From an optimization exercise on the open Yosys and OpenROAD flow, aimed at small area, a short achievable clock period and few clock cycles per item; shortcuts taken in it are not production practice. The RTL was checked by simulation tests, not by an equivalence proof against the original design. Power and IR drop assume default switching activity.

==> run a <==
// mmult
module mmult(
    input clk,
    input reset_n,
    input enable,
    input [0:9*8-1] A_mat,
    input [0:9*8-1] B_mat,
    output valid,
    output reg [0:9*17-1] C_mat
);
==> flow/config.mk <==
export PLATFORM = sky130hd
export DESIGN_NAME = mmult
export DESIGN_NICKNAME = mmult
export VERILOG_FILES = /design/flow/design.v
export SDC_FILE = /design/flow/constraint.sdc
export NUM_CORES = 4
export LEC_CHECK = 0
export CAP_MARGIN = 20
export CORE_MARGIN = 2
export CORE_UTILIZATION = 40
export SLEW_MARGIN = 20
==> flow/constraint.sdc <==
create_clock -name core_clock -period 11.0 [get_ports {clk}]
set_input_delay 2.2000 -clock core_clock [delete_from_list [all_inputs] [get_ports {clk}]]
set_output_delay 2.2000 -clock core_clock [all_outputs]
set_load 0.01 [all_outputs]
standard.sh (not shown) runs the stock make flow with config.mk's settings and CLKGATE_MAP_FILE= SYNTH_SCRIPT=/design/flow/synth_recipe.tcl, a recipe that flattens the netlist after the stock synthesis.
==> flow/flow/run.sh <==
#!/bin/bash
# Standard layout (the standard.sh), with these changes:
# - Yosys's "abc -fast" pre-pass is skipped, so the full adders extract with
#   clean polarity (no inverters between them);
# - the port buffers are the smallest plain buffer instead of the delay buffer
#   buffer_ports picks;
# - timing repair aims for 0 ns of setup slack in floorplan and 6.8 ns after
#   placement, instead of 0. The clock, period and constraints are unchanged.
set -e
export SYNTH_ARGS=-noabc
export BUFFER_PORTS_ARGS="-buffer_cell sky130_fd_sc_hd__buf_1"
export SETUP_SLACK_MARGIN=0
bash standard.sh synth floorplan > standard_synth_floorplan.log 2>&1
export SETUP_SLACK_MARGIN=6.8

bash standard.sh > standard.log 2>&1
==> inputs of run b, as changes to run a <==
==> flow/run.sh (new file) <==
#!/bin/bash
# synth_recipe.tcl (not shown) runs the flow's synth.tcl, then flattens the netlist and writes it again
# the make line also repeats each setting of config.mk as NAME=value (left out here)
make -C /OpenROAD-flow-scripts/flow DESIGN_CONFIG=/design/flow/config.mk WORK_HOME=/design/flow/orfs CLKGATE_MAP_FILE= SYNTH_SCRIPT=/design/flow/synth_recipe.tcl finish
removed: flow/flow/run.sh
removed: flow/standard.sh
==> inputs of run c, as changes to run a <==
==> flow/flow/run.sh (replaced) <==
#!/bin/bash
# Standard layout, with these changes: Yosys's "abc -fast" pre-pass is skipped
# (so the full adders extract with clean polarity), the port buffers are the
# smallest plain buffer instead of the delay buffer buffer_ports picks, and
# timing repair aims for 6.5 ns of setup slack instead of 0.
export SYNTH_ARGS=-noabc
export BUFFER_PORTS_ARGS="-buffer_cell sky130_fd_sc_hd__buf_1"
export SETUP_SLACK_MARGIN=6.5
bash standard.sh > standard.log 2>&1
--- a/flow/config.mk
+++ b/flow/config.mk
@@ -10,2 +10,3 @@
 export CORE_UTILIZATION = 40
+export CTS_BUF_LIST = sky130_fd_sc_hd__clkbuf_4
 export SLEW_MARGIN = 20
==> inputs of run d, as changes to run a <==
==> flow/flow/run.sh (replaced) <==
#!/bin/bash
# Standard layout, with these changes: Yosys's "abc -fast" pre-pass is skipped
# (so the full adders extract with clean polarity), the port buffers are the
# smallest plain buffer instead of the delay buffer buffer_ports picks, and
# timing repair aims for 7.0 ns of setup slack instead of 0.
export SYNTH_ARGS=-noabc
export BUFFER_PORTS_ARGS="-buffer_cell sky130_fd_sc_hd__buf_1"
export SETUP_SLACK_MARGIN=7.0
bash standard.sh > standard.log 2>&1
==> comparison table <==
	run d	run a	run b	run c
Root cell of the clock tree	sky130_fd_sc_hd__clkbuf_16	sky130_fd_sc_hd__clkbuf_16	sky130_fd_sc_hd__clkbuf_16	sky130_fd_sc_hd__clkbuf_4
Peak clock frequency supported by timing	245 MHz	241 MHz	194 MHz	231 MHz
Worst setup path end	C_mat[69]$_SDFF_PP0_	C_mat[70]$_SDFF_PP0_	C_mat[51]$_SDFF_PN0_	C_mat[70]$_SDFF_PP0_
Setup Skew	20.4 ps	26.3 ps	37.6 ps	64.5 ps
Met2 Resource Use GR	0.385	0.362	0.341	0.356
Count of vias placed by the detailed router	22100	21700	22400	21700
Placed Instances	4039	4041	4562	4041
Met3 layer wire length in the routed design	5750 um	5060 um	3710 um	4660 um
Die Span Y	272 um	272 um	278 um	272 um
Synthesized area per cell	9.86 um2	9.86 um2	8.80 um2	9.86 um2
Post-synthesis adder-cell area fraction	0.403	0.403	0.385	0.403
Number of clock buffers inserted by TritonCTS	37	40	41	92
Share of cells above drive strength 1	0.160	0.0942	0.0303	0.0725
Launch point of the worst path	B[10]$_DFF_P_	B[10]$_DFF_P_	A[26]$_DFF_P_	A[29]$_DFF_P_
Result of the run	finished clean	finished clean	finished clean	finished clean
Critical path peak fanout	8	12	24	24
Min Tclk post-route	4080 ps	4140 ps	5140 ps	4340 ps
Total power	0.0105 W	0.00932 W	0.00870 W	0.00830 W
Internal power summed over all cells	0.00572 W	0.00501 W	0.00475 W	0.00428 W
Total number of multi-input combinational cells	2433	2434	2356	2433
Die width	272 um	272 um	278 um	272 um
Detail Route met2 WL	42700 um	40000 um	36200 um	36700 um
Worst Setup Slack post-DPL	6050 ps	5980 ps	5780 ps	5980 ps
Post-Place Cell Area	0.0307 mm2	0.0307 mm2	0.0339 mm2	0.0307 mm2
Clkbuf count	49	56	59	131
Testbench counts of run a, summed over its fixed seeds: cycles 2,048, items 512.
Testbench counts of run b, summed over its fixed seeds: cycles 2,048, items 512.
Testbench counts of run c, summed over its fixed seeds: cycles 2,048, items 512.
Testbench counts of run d, summed over its fixed seeds: cycles 2,048, items 512.

---

==> job 9014: inputs <==
Another version of the RTL of mmult (not shown whole).
Settings: LEC_CHECK=0, CAP_MARGIN=20, CORE_MARGIN=2, CORE_UTILIZATION=40, CTS_BUF_LIST=sky130_fd_sc_hd__clkbuf_8, CTS_CLUSTER_DIAMETER=60, CTS_CLUSTER_SIZE=10, SLEW_MARGIN=20; clock period 11.0 ns.
==> flow/flow/run.sh <==
#!/bin/bash
# Standard layout, with these changes: Yosys's "abc -fast" pre-pass is skipped
# (so the full adders extract with clean polarity), the port buffers are the
# smallest plain buffer instead of the delay buffer buffer_ports picks, and
# timing repair aims for 6.6 ns of setup slack instead of 0.
export SYNTH_ARGS=-noabc
export BUFFER_PORTS_ARGS="-buffer_cell sky130_fd_sc_hd__buf_1"
export SETUP_SLACK_MARGIN=6.6
bash standard.sh > standard.log 2>&1
==> job 8557: changes against job 9014 <==
--- a/flow/config.mk
+++ b/flow/config.mk
@@ -8,7 +8,6 @@
 export CAP_MARGIN = 20
 export CORE_MARGIN = 2
-export CORE_UTILIZATION = 40
-export CTS_BUF_LIST = sky130_fd_sc_hd__clkbuf_8
-export CTS_CLUSTER_DIAMETER = 60
-export CTS_CLUSTER_SIZE = 10
+export CORE_UTILIZATION = 55
+export CTS_CLUSTER_DIAMETER = 150
+export CTS_CLUSTER_SIZE = 20
 export SLEW_MARGIN = 20
==> impl_metrics.env <==
export IMPL_fmax_mhz=234
export IMPL_dpl_cell_area_sq_um=28900
export IMPL_status="no timing/DRC/antenna violations"
export IMPL_tightest_slew_ps=821
export IMPL_power_w=0.00839
export IMPL_fill_cells=4314
export IMPL_die_h_um=226
export IMPL_ff2ff_setup_slack_ps=6720
export IMPL_worst_hold_slack_ps=452
(the above is from job 8557)
==> impl_metrics.env <==
export IMPL_tightest_slew_ps=995
export IMPL_fmax_mhz=233
export IMPL_power_w=0.00851
export IMPL_die_h_um=265
export IMPL_fill_cells=6550
export IMPL_worst_hold_slack_ps=461
export IMPL_status="no timing/DRC/antenna violations"
(the above is from job 9014)
Testbench counts of job 9014, summed over its fixed seeds: cycles 2,048, items 512.
Testbench counts of job 8557, summed over its fixed seeds: cycles 2,048, items 512.

---

==> inputs of maple <==
mmult, a different RTL version from the one above (not shown whole).
clock: 11.0 ns
lec_check: 0
cap_margin: 20
core_margin: 2
core_utilization: 40
cts_cluster_diameter: 130
cts_cluster_size: 18
slew_margin: 20
Scripts as last shown in full above: flow/flow/run.sh
==> willow (differences from maple) <==
--- a/flow/design.v
+++ b/flow/design.v
@@ -1623,13 +1623,13 @@
         if (load) begin
             A <= ~A_mat;
             B <= ~B_mat;
             cnt <= 2'd0;
             C_mat <= 153'd0;
         end else begin
             A <= {A[8:23], 8'hff, A[32:47], 8'hff, A[56:71], 8'hff};
-            B <= {B[24:71], 24'hffffff};
+            B[0:47] <= B[24:71];
             if (!valid) cnt <= cnt + 2'd1;
             C_mat <= {c00_s, c01_s, c02_s, c10_s, c11_s, c12_s, c20_s, c21_s, c22_s};
         end
     end
 endmodule
==> flow/flow/run.sh (replaced) <==
#!/bin/bash
# Standard layout, with these changes: Yosys's "abc -fast" pre-pass is skipped
# (so the full adders extract with clean polarity), the port buffers are the
# smallest plain buffer instead of the delay buffer buffer_ports picks, and
# timing repair aims for 7.0 ns of setup slack instead of 0.
export SYNTH_ARGS=-noabc
export BUFFER_PORTS_ARGS="-buffer_cell sky130_fd_sc_hd__buf_1"
export SETUP_SLACK_MARGIN=7.0
bash standard.sh > standard.log 2>&1
- CTS_CLUSTER_DIAMETER: 130 -> 150
- CTS_CLUSTER_SIZE: 18 -> 20
==> amber (differences from maple) <==
--- a/flow/design.v
+++ b/flow/design.v
@@ -1623,13 +1623,13 @@
         if (load) begin
             A <= ~A_mat;
             B <= ~B_mat;
             cnt <= 2'd0;
             C_mat <= 153'd0;
         end else begin
             A <= {A[8:23], 8'hff, A[32:47], 8'hff, A[56:71], 8'hff};
-            B <= {B[24:71], 24'hffffff};
+            B[0:47] <= B[24:71];
             if (!valid) cnt <= cnt + 2'd1;
             C_mat <= {c00_s, c01_s, c02_s, c10_s, c11_s, c12_s, c20_s, c21_s, c22_s};
         end
     end
 endmodule
- CTS_CLUSTER_DIAMETER: 130 -> default
- CTS_CLUSTER_SIZE: 18 -> default
==> run notes <==
- Sequential power is about the same in willow and amber.
- Sequential share of layout area: amber > maple > willow.
- Between amber and maple, the lower clock skew is in amber (gap 0.0039 ns).
- Clock power, lowest first: willow, maple, amber.
- Design area: willow > amber > maple.
- Between maple and willow, the lower core utilization is in maple (gap 6.2 points).
Testbench counts of maple, summed over its fixed seeds: cycles 2,048, items 512.
Testbench counts of willow, summed over its fixed seeds: cycles 2,048, items 512.
Testbench counts of amber, summed over its fixed seeds: cycles 2,048, items 512.

-- port drivers added, routing unchanged --
How much do the figures lean on ideal ports? The routed layouts below were timed once more, with nothing changed but the port constraints. Step 1 (the two cells are an assumption about what drives the block):
set clk [get_ports {clk}]
set_driving_cell -lib_cell sky130_fd_sc_hd__clkbuf_16 $clk
set_driving_cell -lib_cell sky130_fd_sc_hd__buf_2 [delete_from_list [all_inputs] $clk]
Step 2, shift: input delay + t, output delay - t, t = (earliest + latest rising clock arrival at the registers) / 2. This alone moves slack from input paths to output paths. Slacks: ideal / step 1 / step 2; pairs: ideal / step 1.
run | t, ns | setup slack, ns | latest minus earliest clock arrival (ns)
run a | 0.643 | 6.859 / 6.859 / 6.365 | 0.028 / 0.028
run b | 0.641 | 5.856 / 5.856 / 5.811 | 0.040 / 0.040
run c | 0.928 | 6.664 / 6.664 / 5.939 | 0.072 / 0.072
run d | 0.624 | 6.923 / 6.923 / 6.511 | 0.022 / 0.022
job 9014 | 0.696 | 6.700 / 6.700 / 6.500 | 0.053 / 0.053
job 8557 | 0.605 | 6.724 / 6.724 / 6.188 | 0.028 / 0.027
maple | 0.629 | 6.769 / 6.769 / 6.360 | 0.032 / 0.031
willow | 0.617 | 6.941 / 6.941 / 6.620 | 0.029 / 0.028
amber | 0.619 | 6.751 / 6.751 / 6.467 | 0.028 / 0.028
After both steps setup and hold are still met in every run listed. The setup slack of run c, which loses most, moves by 0.000 ns with the drivers and by -0.725 ns with both steps.
